Background: an optimization exercise with open tools, aiming at small area. Do not read the settings as production practice. RTL that was checked went through simulation tests only; none was proved equivalent to the original.

==> inputs of job 2130 <==
Design UNIT_FINAL, start of the top module:
module UNIT_FINAL(
    input        clk,
    input        sys_rst_n,
    input        ad_in,
    output       adclk,
    input        TEM,
    input        rx,
    input  [3:0] ERR,
    output       tx,
    output       cs_n,
    output       K_1,
    output       K_2,
    output       K_3,
    output       K_4,
    output       LED1,
    output       LED2,
    output       LED3,
    output       LED4,
    output       LED5,
    output       LED7,
    output       LED8,
    output       LED9,
    output       LED10
);
==> module uart_rx, before the edit <==
module uart_rx (
    input            sys_clk,
    input            sys_rst_n,
    input            rx,
    output reg [7:0] rx_data,
    output reg       drop,
    output     [3:0] shifted,
    output           rx_flag
);
    localparam IDLE = 4'd8, START = 4'd9, IDLE_F = 4'd10, START_F = 4'd11;
    localparam [12:0] MASK = 13'b1010101010101;
    localparam [12:0] Q_2083 = 13'd1989, Q_4165 = 13'd6425;
    reg        rx_reg1, rx_reg2, rx_reg3;
    reg        start_nedge;
    reg [12:0] baud_reg;
    reg [3:0]  state;
    wire [12:0] q        = baud_reg ^ MASK;
    wire        work_en  = !(state == IDLE || state == IDLE_F);
    wire        bit_flag = work_en && (q == Q_2083);
    wire        load     = !work_en || (q == Q_4165);
    wire [12:0] q_next   = load ? 13'd0 : {q[11:0], ~(q[12] ^ q[11])};
    always @(posedge sys_clk)
        baud_reg <= q_next ^ MASK;
    always @(posedge sys_clk or negedge sys_rst_n)
        if (!sys_rst_n) begin
            rx_reg1     <= 1'b1;
            rx_reg2     <= 1'b1;
            rx_reg3     <= 1'b1;
            start_nedge <= 1'b0;
            state       <= IDLE;
        end else begin
            rx_reg1     <= rx;
            rx_reg2     <= rx_reg1;
            rx_reg3     <= rx_reg2;
            start_nedge <= ~rx_reg2 & rx_reg3;
            if (bit_flag && state == 4'd7)
                state <= start_nedge ? START_F : IDLE_F;
            else if (bit_flag && state == START)
                state <= 4'd0;
            else if (bit_flag)
                state <= state + 4'd1;
            else if (start_nedge && !work_en)
                state <= START;
            else if (state == START_F)
                state <= START;
            else if (state == IDLE_F)
                state <= IDLE;
        end
    always @(posedge sys_clk)
        if (bit_flag && !state[3])
            {rx_data, drop} <= {rx_reg3, rx_data};
    assign rx_flag = (state == IDLE_F || state == START_F);
    assign shifted = {rx_flag, state[2:0] & {3{~state[3]}}};
endmodule
export LEC_CHECK = 0
export CAP_MARGIN = 20
export CORE_MARGIN = 2
export CORE_UTILIZATION = 40
export SLEW_MARGIN = 20
create_clock -name core_clock -period 25.0 [get_ports {clk}]
standard.sh (not shown) runs the stock make flow with config.mk's settings and CLKGATE_MAP_FILE= SYNTH_SCRIPT=/design/flow/synth_recipe.tcl, a recipe that flattens the netlist after the stock synthesis.
==> flow/flow/run.sh <==
#!/bin/bash
# Layout flow: the standard synthesis; then ABC maps the combinational
# logic again for area (several scripts, the smallest result is kept), with
# every register cell kept as the synthesis made it; then the standard
# layout, with single-drive port buffers and a clock tree of buf_6 cells built
# without dummy
# loads. Each tool writes its full output to a log file in this folder.
set -euo pipefail
W=$(pwd)
RES=$W/orfs/results/$FLOW_PLATFORM/UNIT_FINAL/base
LIB=$FLOW_HOME/platforms/$FLOW_PLATFORM/lib/sky130_fd_sc_hd__tt_025C_1v80.lib
YOSYS=$FLOW_HOME/../tools/install/yosys/bin/yosys
[[ -x $YOSYS ]] || YOSYS=yosys

# 1. standard synthesis
bash standard.sh "$RES/1_2_yosys.v" > synth.log 2>&1
cp "$RES/1_2_yosys.v" "$W/synth_standard.v"

# 2. area re-mapping of the logic between the registers
SCRIPTS=(
  "+&get,-n;&st;&dc2;&dch,-f;&nf,-R,1000;&put;strash;&get,-n;&dch,-f;&nf,-R,1000;&put;topo;dnsize"
  "+&get,-n;&st;&dch,-f;&nf,-R,1000;&put;topo;dnsize"
  "+&get,-n;&st;&dc2;&dch,-f;&nf,-R,1000;&put;strash;&get,-n;&dc2;&dch,-f;&nf,-R,1000;&put;strash;&get,-n;&dch,-f;&nf,-R,1000;&put;topo;dnsize"
  "+strash;ifraig;dc2;dch,-f;amap;topo;dnsize;strash;dch,-f;amap;topo;dnsize"
)
best=""; best_area=""
for i in "${!SCRIPTS[@]}"; do
  cat > "$W/remap$i.ys" <<EOS
read_liberty -ignore_miss_func $LIB
read_verilog $W/synth_standard.v
hierarchy -top $FLOW_TOP
setattr -mod -set keep_hierarchy 1 sky130_fd_sc_hd__df* sky130_fd_sc_hd__edf* sky130_fd_sc_hd__sdf* sky130_fd_sc_hd__sedf* sky130_fd_sc_hd__dl* sky130_fd_sc_hd__conb*
flatten
opt_clean -purge
abc -liberty $LIB -dont_use sky130_fd_sc_hd__probe_p_8 -dont_use sky130_fd_sc_hd__probec_p_8 -dont_use sky130_fd_sc_hd__lpflow_bleeder_1 -dont_use sky130_fd_sc_hd__lpflow_clkbufkapwr_1 -dont_use sky130_fd_sc_hd__lpflow_clkbufkapwr_16 -dont_use sky130_fd_sc_hd__lpflow_clkbufkapwr_2 -dont_use sky130_fd_sc_hd__lpflow_clkbufkapwr_4 -dont_use sky130_fd_sc_hd__lpflow_clkbufkapwr_8 -dont_use sky130_fd_sc_hd__lpflow_clkinvkapwr_1 -dont_use sky130_fd_sc_hd__lpflow_clkinvkapwr_16 -dont_use sky130_fd_sc_hd__lpflow_clkinvkapwr_2 -dont_use sky130_fd_sc_hd__lpflow_clkinvkapwr_4 -dont_use sky130_fd_sc_hd__lpflow_clkinvkapwr_8 -dont_use sky130_fd_sc_hd__lpflow_decapkapwr_12 -dont_use sky130_fd_sc_hd__lpflow_decapkapwr_3 -dont_use sky130_fd_sc_hd__lpflow_decapkapwr_4 -dont_use sky130_fd_sc_hd__lpflow_decapkapwr_6 -dont_use sky130_fd_sc_hd__lpflow_decapkapwr_8 -dont_use sky130_fd_sc_hd__lpflow_inputiso0n_1 -dont_use sky130_fd_sc_hd__lpflow_inputiso0p_1 -dont_use sky130_fd_sc_hd__lpflow_inputiso1n_1 -dont_use sky130_fd_sc_hd__lpflow_inputiso1p_1 -dont_use sky130_fd_sc_hd__lpflow_inputisolatch_1 -dont_use sky130_fd_sc_hd__lpflow_isobufsrc_1 -dont_use sky130_fd_sc_hd__lpflow_isobufsrc_16 -dont_use sky130_fd_sc_hd__lpflow_isobufsrc_2 -dont_use sky130_fd_sc_hd__lpflow_isobufsrc_4 -dont_use sky130_fd_sc_hd__lpflow_isobufsrc_8 -dont_use sky130_fd_sc_hd__lpflow_isobufsrckapwr_16 -dont_use sky130_fd_sc_hd__lpflow_lsbuf_lh_hl_isowell_tap_1 -dont_use sky130_fd_sc_hd__lpflow_lsbuf_lh_hl_isowell_tap_2 -dont_use sky130_fd_sc_hd__lpflow_lsbuf_lh_hl_isowell_tap_4 -dont_use sky130_fd_sc_hd__lpflow_lsbuf_lh_isowell_4 -dont_use sky130_fd_sc_hd__lpflow_lsbuf_lh_isowell_tap_1 -dont_use sky130_fd_sc_hd__lpflow_lsbuf_lh_isowell_tap_2 -dont_use sky130_fd_sc_hd__lpflow_lsbuf_lh_isowell_tap_4 -dont_use sky130_fd_sc_hd__fill_1 -dont_use sky130_fd_sc_hd__fill_2 -dont_use sky130_fd_sc_hd__fill_4 -dont_use sky130_fd_sc_hd__fill_8  -script ${SCRIPTS[$i]}
opt_clean -purge
tee -o $W/remap$i.stat stat -liberty $LIB
select $FLOW_TOP
write_verilog -selected -noattr -nohex -nodec $W/synth_remap$i.v
EOS
  if $YOSYS -s "$W/remap$i.ys" > "remap$i.log" 2>&1; then
    a=$(grep -m1 "Chip area for module '.$FLOW_TOP'" "$W/remap$i.stat" | awk '{print $NF}')
    echo "script $i: area $a" >> remap_choice.log
    if [[ -n "$a" ]] && { [[ -z "$best_area" ]] || awk -v a="$a" -v b="$best_area" 'BEGIN{exit !(a < b)}'; }; then
      best=$i; best_area=$a
    fi
  fi
done
echo "chosen: script $best, area $best_area" >> remap_choice.log
cp "$W/synth_remap$best.v" "$RES/1_2_yosys.v"
touch "$RES/1_2_yosys.v"

# 3. standard layout
export BUFFER_PORTS_ARGS="-buffer_cell sky130_fd_sc_hd__buf_1"
export CTS_ARGS="-sink_clustering_enable -repair_clock_nets -dont_use_dummy_load -buf_list sky130_fd_sc_hd__buf_6"
bash standard.sh > layout.log 2>&1
==> job 3952: changes against job 2130 <==
--- a/flow/design.v
+++ b/flow/design.v
@@ -6,42 +6,36 @@
     output cs_n,
     output LED1,
     output LED2,
     output LED3,
     output LED4
 );
-    reg       a;    
-    reg [4:0] m;    
+    reg [5:0] l;    
     reg [7:0] h;    
     reg [3:0] w;    
-    localparam [4:0] M_0 = 5'd0, M_3 = 5'd7, M_17 = 5'd15, M_19 = 5'd29;
-    wire m_end = (m == M_19);
-    wire l_end = a & m_end;
+    wire l_end = (l == 6'd39);
     wire t_ok  = w[3] & w[0];
     always @(posedge clk or negedge rst_n)
         if (!rst_n) begin
-            a <= 1'b1;
-            m <= M_3;
+            l <= 6'd23;
             h <= 8'd97;
             w <= 4'd0;
         end else begin
-            m <= m_end ? M_0 : {m[3:0], ~(m[4] ^ m[2])};
-            if (m_end)
-                a <= ~a;
+            l <= l_end ? 6'd0 : l + 6'd1;
             if (l_end)
                 h <= (h == 8'd199) ? 8'd0 : h + 8'd1;
-            if (!t_ok && h == 8'd135 && a && m == M_17)
+            if (!t_ok && h == 8'd135 && l == 6'd37)
                 w <= w + 4'd1;
         end
-    wire l_lo = ~a;
+    wire l_lo = (l < 6'd20);
     assign cs_n  = ~((h < 8'd17) || (h == 8'd17 && l_lo));
     assign adclk = ~((h != 8'd0) && (h <= 8'd16) && l_lo);
     localparam Z = 3'b000, E86 = 3'b001, E8B = 3'b010, EC0 = 3'b011;
     localparam C4 = 3'b100, C1 = 3'b101, C2 = 3'b110, C3 = 3'b111;
     reg  [2:0] s;
-    wire       samp = ~a && m_end && (h < 8'd16);
+    wire       samp = (l == 6'd19) && (h < 8'd16);
     wire [3:0] p    = h[3:0];
     wire [2:0] sp   = (p == 4'd0) ? Z : s;
     wire       b    = ad_in;
     wire [15:0] K860 = 16'h0860, K8B0 = 16'h08B0, KC0C = 16'h0C0C;
     wire c860 = K860[4'd15 - p];
     wire c8B0 = K8B0[4'd15 - p];
@@ -66,13 +60,13 @@
             default: sn = sp;
         endcase
     end
     always @(posedge clk)
         if (samp)
             s <= sn;
-    wire win = (h > 8'd17) || (h == 8'd17 && a && m != M_0);
+    wire win = (h > 8'd17) || (h == 8'd17 && l >= 6'd21);
     reg       led4;
     reg [1:0] k;
     always @(posedge clk or negedge rst_n)
         if (!rst_n) begin
             led4 <= 1'b1;
             k    <= 2'b00;
@@ -134,161 +128,144 @@
 module err_high_detect (
     input  clk,
     input  rst_n,
     input  err,
     output led
 );
-    reg       en;    
+    reg       e;     
     reg [2:0] st;
-    wire chg  = ~(err ^ en);
+    wire chg  = err ^ e;
     wire full = st[2] & ~st[1];
     always @(posedge clk or negedge rst_n)
         if (!rst_n) begin
-            en <= 1'b0;
+            e  <= 1'b1;
             st <= 3'b000;
         end else begin
-            en    <= ~err;
+            e     <= err;
             st[2] <= ~chg & (st[2] | st[1]);
             st[1] <= ~chg & st[0];
             st[0] <= ~chg & ~st[2];
         end
-    assign led = ~(full & en);
+    assign led = ~full | e;
 endmodule
 module uart_rx (
     input            sys_clk,
     input            sys_rst_n,
     input            rx,
-    output reg [7:0] rx_data,
-    output reg       drop,
-    output     [3:0] shifted,
-    output           rx_flag
+    output reg [7:0] po_data,
+    output reg       rx_flag
 );
-    localparam IDLE = 4'd8, START = 4'd9, IDLE_F = 4'd10, START_F = 4'd11;
+    localparam IDLE = 4'd15;
     localparam [12:0] MASK = 13'b1010101010101;
     localparam [12:0] Q_2083 = 13'd1989, Q_4165 = 13'd6425;
     reg        rx_reg1, rx_reg2, rx_reg3;
     reg        start_nedge;
     reg [12:0] baud_reg;
-    reg [3:0]  state;
+    reg [3:0]  bit_cnt;
+    reg [7:0]  rx_data;
     wire [12:0] q        = baud_reg ^ MASK;
-    wire        work_en  = !(state == IDLE || state == IDLE_F);
+    wire        work_en  = (bit_cnt != IDLE);
     wire        bit_flag = work_en && (q == Q_2083);
     wire        load     = !work_en || (q == Q_4165);
     wire [12:0] q_next   = load ? 13'd0 : {q[11:0], ~(q[12] ^ q[11])};
     always @(posedge sys_clk)
         baud_reg <= q_next ^ MASK;
     always @(posedge sys_clk or negedge sys_rst_n)
         if (!sys_rst_n) begin
             rx_reg1     <= 1'b1;
             rx_reg2     <= 1'b1;
             rx_reg3     <= 1'b1;
             start_nedge <= 1'b0;
-            state       <= IDLE;
+            bit_cnt     <= IDLE;
+            rx_flag     <= 1'b0;
         end else begin
             rx_reg1     <= rx;
             rx_reg2     <= rx_reg1;
             rx_reg3     <= rx_reg2;
             start_nedge <= ~rx_reg2 & rx_reg3;
-            if (bit_flag && state == 4'd7)
-                state <= start_nedge ? START_F : IDLE_F;
-            else if (bit_flag && state == START)
-                state <= 4'd0;
+            if (bit_flag && bit_cnt == 4'd8)
+                bit_cnt <= start_nedge ? 4'd0 : IDLE;
             else if (bit_flag)
-                state <= state + 4'd1;
+                bit_cnt <= bit_cnt + 4'd1;
             else if (start_nedge && !work_en)
-                state <= START;
-            else if (state == START_F)
-                state <= START;
-            else if (state == IDLE_F)
-                state <= IDLE;
+                bit_cnt <= 4'd0;
+            rx_flag <= bit_flag && bit_cnt == 4'd8;
         end
     always @(posedge sys_clk)
-        if (bit_flag && !state[3])
-            {rx_data, drop} <= {rx_reg3, rx_data};
-    assign rx_flag = (state == IDLE_F || state == START_F);
-    assign shifted = {rx_flag, state[2:0] & {3{~state[3]}}};
+        if (bit_flag && bit_cnt != 4'd0)
+            rx_data <= {rx_reg3, rx_data[7:1]};
+    always @(posedge sys_clk)
+        if (rx_flag)
+            po_data <= rx_data;
 endmodule
 module uart_tx (
     input        sys_clk,
     input        sys_rst_n,
-    input  [7:0] rx_data,
-    input        drop,
-    input  [3:0] shifted,
+    input  [7:0] pi_data,
     input        rx_flag,
     output reg   tx
 );
-    localparam STOP = 4'd8, IDLE = 4'd9, CHAIN = 4'd10, START = 4'd11;
+    localparam IDLE = 4'd15, CHAIN = 4'd10;
     localparam [12:0] MASK = 13'b1010101010101;
     localparam [12:0] Q_M1 = 13'h1000, Q_4165 = 13'd6425;
     reg [12:0] baud_reg;
-    reg [3:0]  state;
-    wire [2:0]  t        = shifted[2:0];
-    wire [2:0]  sel      = state[2:0] - t;
-    wire        use_drop = shifted[3] || ({1'b0, t} == {1'b0, state[2:0]} + 4'd1);
+    reg [3:0]  bit_cnt;
     wire [12:0] q        = baud_reg ^ MASK;
-    wire        work_en  = (state != IDLE);
+    wire        work_en  = (bit_cnt != IDLE);
     wire        q_lo     = (q[12:2] == 11'd0);
     wire        q_1      = q_lo & ~q[1] & q[0];           
     wire        bit_flag = work_en & q_lo & q[1] & q[0];  
-    wire        stop     = bit_flag && state == STOP;
+    wire        stop     = bit_flag && bit_cnt == 4'd9;
     wire        start    = rx_flag && (!work_en || stop);
     wire        load     = !work_en || (q == Q_4165);
     wire [12:0] q_next   = start ? Q_M1 :
                            load  ? 13'd0 : {q[11:0], ~(q[12] ^ q[11])};
     always @(posedge sys_clk)
         baud_reg <= q_next ^ MASK;
     always @(posedge sys_clk or negedge sys_rst_n)
         if (!sys_rst_n) begin
-            state <= IDLE;
-            tx    <= 1'b1;
+            bit_cnt <= IDLE;
+            tx      <= 1'b1;
         end else begin
             if (start)
-                state <= START;
-            else if (rx_flag && state == STOP && q_1)
-                state <= CHAIN;
+                bit_cnt <= 4'd0;
+            else if (rx_flag && bit_cnt == 4'd9 && q_1)
+                bit_cnt <= CHAIN;
             else if (stop)
-                state <= IDLE;
-            else if (bit_flag && state == CHAIN)
-                state <= START;
-            else if (bit_flag && state == START)
-                state <= 4'd0;
+                bit_cnt <= IDLE;
+            else if (bit_flag && bit_cnt == CHAIN)
+                bit_cnt <= 4'd0;
             else if (bit_flag)
-                state <= state + 4'd1;          
+                bit_cnt <= bit_cnt + 4'd1;
             if (bit_flag)
-                case (state)
-                    START:           tx <= 1'b0;
-                    STOP, CHAIN:     tx <= 1'b1;
-                    default:         tx <= use_drop ? drop : rx_data[sel];
+                case (bit_cnt)
+                    4'd0:            tx <= 1'b0;
+                    4'd9, CHAIN:     tx <= 1'b1;
+                    default:         tx <= pi_data[bit_cnt[2:0] - 3'd1];
                 endcase
         end
 endmodule
 module rs232 (
     input  sys_clk,
     input  sys_rst_n,
     input  rx,
     output tx
 );
-    wire [7:0] rx_data;
-    wire       drop;
-    wire [3:0] shifted;
+    wire [7:0] po_data;
     wire       rx_flag;
     uart_rx uart_rx_inst (
         .sys_clk   (sys_clk),
         .sys_rst_n (sys_rst_n),
         .rx        (rx),
-        .rx_data   (rx_data),
-        .drop      (drop),
-        .shifted   (shifted),
+        .po_data   (po_data),
         .rx_flag   (rx_flag)
     );
     uart_tx uart_tx_inst (
         .sys_clk   (sys_clk),
         .sys_rst_n (sys_rst_n),
-        .rx_data   (rx_data),
-        .drop      (drop),
-        .shifted   (shifted),
+        .pi_data   (po_data),
         .rx_flag   (rx_flag),
         .tx        (tx)
     );
 endmodule
 module UNIT_FINAL(
     input        clk,
--- a/flow/flow/run.sh
+++ b/flow/flow/run.sh
@@ -1,12 +1,11 @@
 #!/bin/bash
 # Layout flow: the standard synthesis; then ABC maps the combinational
 # logic again for area (several scripts, the smallest result is kept), with
 # every register cell kept as the synthesis made it; then the standard
-# layout, with single-drive port buffers and a clock tree of buf_6 cells built
-# without dummy
+# layout, with single-drive port buffers and a clock tree built without dummy
 # loads. Each tool writes its full output to a log file in this folder.
 set -euo pipefail
 W=$(pwd)
 RES=$W/orfs/results/$FLOW_PLATFORM/UNIT_FINAL/base
 LIB=$FLOW_HOME/platforms/$FLOW_PLATFORM/lib/sky130_fd_sc_hd__tt_025C_1v80.lib
 YOSYS=$FLOW_HOME/../tools/install/yosys/bin/yosys
@@ -49,8 +48,8 @@
 echo "chosen: script $best, area $best_area" >> remap_choice.log
 cp "$W/synth_remap$best.v" "$RES/1_2_yosys.v"
 touch "$RES/1_2_yosys.v"
 
 # 3. standard layout
 export BUFFER_PORTS_ARGS="-buffer_cell sky130_fd_sc_hd__buf_1"
-export CTS_ARGS="-sink_clustering_enable -repair_clock_nets -dont_use_dummy_load -buf_list sky130_fd_sc_hd__buf_6"
+export CTS_ARGS="-sink_clustering_enable -repair_clock_nets -dont_use_dummy_load -buf_list sky130_fd_sc_hd__clkbuf_8"
 bash standard.sh > layout.log 2>&1
==> job 6686: changes against job 2130 <==
--- a/flow/design.v
+++ b/flow/design.v
@@ -157,57 +157,54 @@
     input            sys_clk,
     input            sys_rst_n,
     input            rx,
     output reg [7:0] rx_data,
     output reg       drop,
     output     [3:0] shifted,
-    output           rx_flag
+    output reg       rx_flag
 );
-    localparam IDLE = 4'd8, START = 4'd9, IDLE_F = 4'd10, START_F = 4'd11;
+    localparam IDLE = 4'd8, START = 4'd9;
     localparam [12:0] MASK = 13'b1010101010101;
     localparam [12:0] Q_2083 = 13'd1989, Q_4165 = 13'd6425;
     reg        rx_reg1, rx_reg2, rx_reg3;
     reg        start_nedge;
     reg [12:0] baud_reg;
     reg [3:0]  state;
     wire [12:0] q        = baud_reg ^ MASK;
-    wire        work_en  = !(state == IDLE || state == IDLE_F);
+    wire        work_en  = (state != IDLE);
     wire        bit_flag = work_en && (q == Q_2083);
     wire        load     = !work_en || (q == Q_4165);
     wire [12:0] q_next   = load ? 13'd0 : {q[11:0], ~(q[12] ^ q[11])};
     always @(posedge sys_clk)
         baud_reg <= q_next ^ MASK;
     always @(posedge sys_clk or negedge sys_rst_n)
         if (!sys_rst_n) begin
             rx_reg1     <= 1'b1;
             rx_reg2     <= 1'b1;
             rx_reg3     <= 1'b1;
             start_nedge <= 1'b0;
             state       <= IDLE;
+            rx_flag     <= 1'b0;
         end else begin
             rx_reg1     <= rx;
             rx_reg2     <= rx_reg1;
             rx_reg3     <= rx_reg2;
             start_nedge <= ~rx_reg2 & rx_reg3;
             if (bit_flag && state == 4'd7)
-                state <= start_nedge ? START_F : IDLE_F;
+                state <= start_nedge ? START : IDLE;
             else if (bit_flag && state == START)
                 state <= 4'd0;
             else if (bit_flag)
                 state <= state + 4'd1;
             else if (start_nedge && !work_en)
                 state <= START;
-            else if (state == START_F)
-                state <= START;
-            else if (state == IDLE_F)
-                state <= IDLE;
+            rx_flag <= bit_flag && state == 4'd7;
         end
     always @(posedge sys_clk)
         if (bit_flag && !state[3])
             {rx_data, drop} <= {rx_reg3, rx_data};
-    assign rx_flag = (state == IDLE_F || state == START_F);
     assign shifted = {rx_flag, state[2:0] & {3{~state[3]}}};
 endmodule
 module uart_tx (
     input        sys_clk,
     input        sys_rst_n,
     input  [7:0] rx_data,
--- a/flow/flow/run.sh
+++ b/flow/flow/run.sh
@@ -1,12 +1,11 @@
 #!/bin/bash
 # Layout flow: the standard synthesis; then ABC maps the combinational
 # logic again for area (several scripts, the smallest result is kept), with
 # every register cell kept as the synthesis made it; then the standard
-# layout, with single-drive port buffers and a clock tree of buf_6 cells built
-# without dummy
+# layout, with single-drive port buffers and a clock tree built without dummy
 # loads. Each tool writes its full output to a log file in this folder.
 set -euo pipefail
 W=$(pwd)
 RES=$W/orfs/results/$FLOW_PLATFORM/UNIT_FINAL/base
 LIB=$FLOW_HOME/platforms/$FLOW_PLATFORM/lib/sky130_fd_sc_hd__tt_025C_1v80.lib
 YOSYS=$FLOW_HOME/../tools/install/yosys/bin/yosys
==> notes.md <==
                                                                                             job 6686                 job 3952                 job 2130
Worst setup slack for register-to-register paths                                             22.63 ns                 22.07 ns                 22.72 ns
Crit path to                                                                                    adclk                     cs_n                    adclk
Placer congestion estimate                                                                      0.859                    0.857                    0.893
Share of layout cells above drive strength 1                                                    6.73%                    7.71%                    6.34%
Number of nets in the layout                                                                      427                      465                      437
Crit path setup slack, layout                                                                18.04 ns                 17.80 ns                 18.25 ns
Multi-input combinational gate total                                                              270                      267                      281
Initial Util                                                                                    41.2%                    41.0%                    41.3%
Run status                                                                    complete, no violations  complete, no violations  complete, no violations
Insertion delay to the later sink of the worst-skew pair                                      0.32 ns                  0.36 ns                  0.33 ns
Max Clock Freq                                                                                144 MHz                  139 MHz                  148 MHz
Placeable core area                                                                         9770 um^2               10300 um^2                9820 um^2
Post-place setup slack                                                                       18.40 ns                 18.24 ns                 18.59 ns
Arrival time reported for the critical path endpoint                                          1.96 ns                  2.20 ns                  1.75 ns
Netlist area before placement                                                               4020 um^2                4220 um^2                4050 um^2
Maximum fanout encountered on the critical timing path                                              8                        6                       17
Remaining max-slew budget at the tightest pin                                                   48.5%                    45.7%                    47.7%
NonClk Buf Share                                                                                2.33%                    2.06%                    2.32%
Number of design-rule violations left by the first detailed-router iteration                       81                      103                      127
Final std cell area, no fill                                                                4400 um^2                4610 um^2                4420 um^2
No functional check of the RTL was part of job 3952.

## static timing again, ports no longer ideal
The flow's constraints put no driver on any port. The routed layouts listed below were extracted and timed again, unchanged, in two steps.
Step 1 assumes that a clkbuf_16 drives the clock port and a buf_2 every other input.
Step 2 adds t to the input delays and takes it off the output delays; t is the mean of the earliest and latest rising clock arrival at the registers after step 1. Input paths then give back, and output paths get back, about the clock's delay inside the block.
Three values: no drivers, after step 1, after step 2; two values: the first two.
run | t (ns) | slack for setup (ns) | hold slack, ns | slew at the worst register clock pin (ns)
job 2130 | 0.350 | 18.251 / 18.219 / 18.569 | 0.359 / 0.359 / 0.359 | 0.10 / 0.10
job 3952 | 0.381 | 17.804 / 17.770 / 18.150 | 0.340 / 0.340 / 0.340 | 0.09 / 0.09
job 6686 | 0.340 | 18.035 / 18.003 / 18.343 | 0.362 / 0.362 / 0.362 | 0.11 / 0.11
After both steps setup and hold are still met in every run listed.
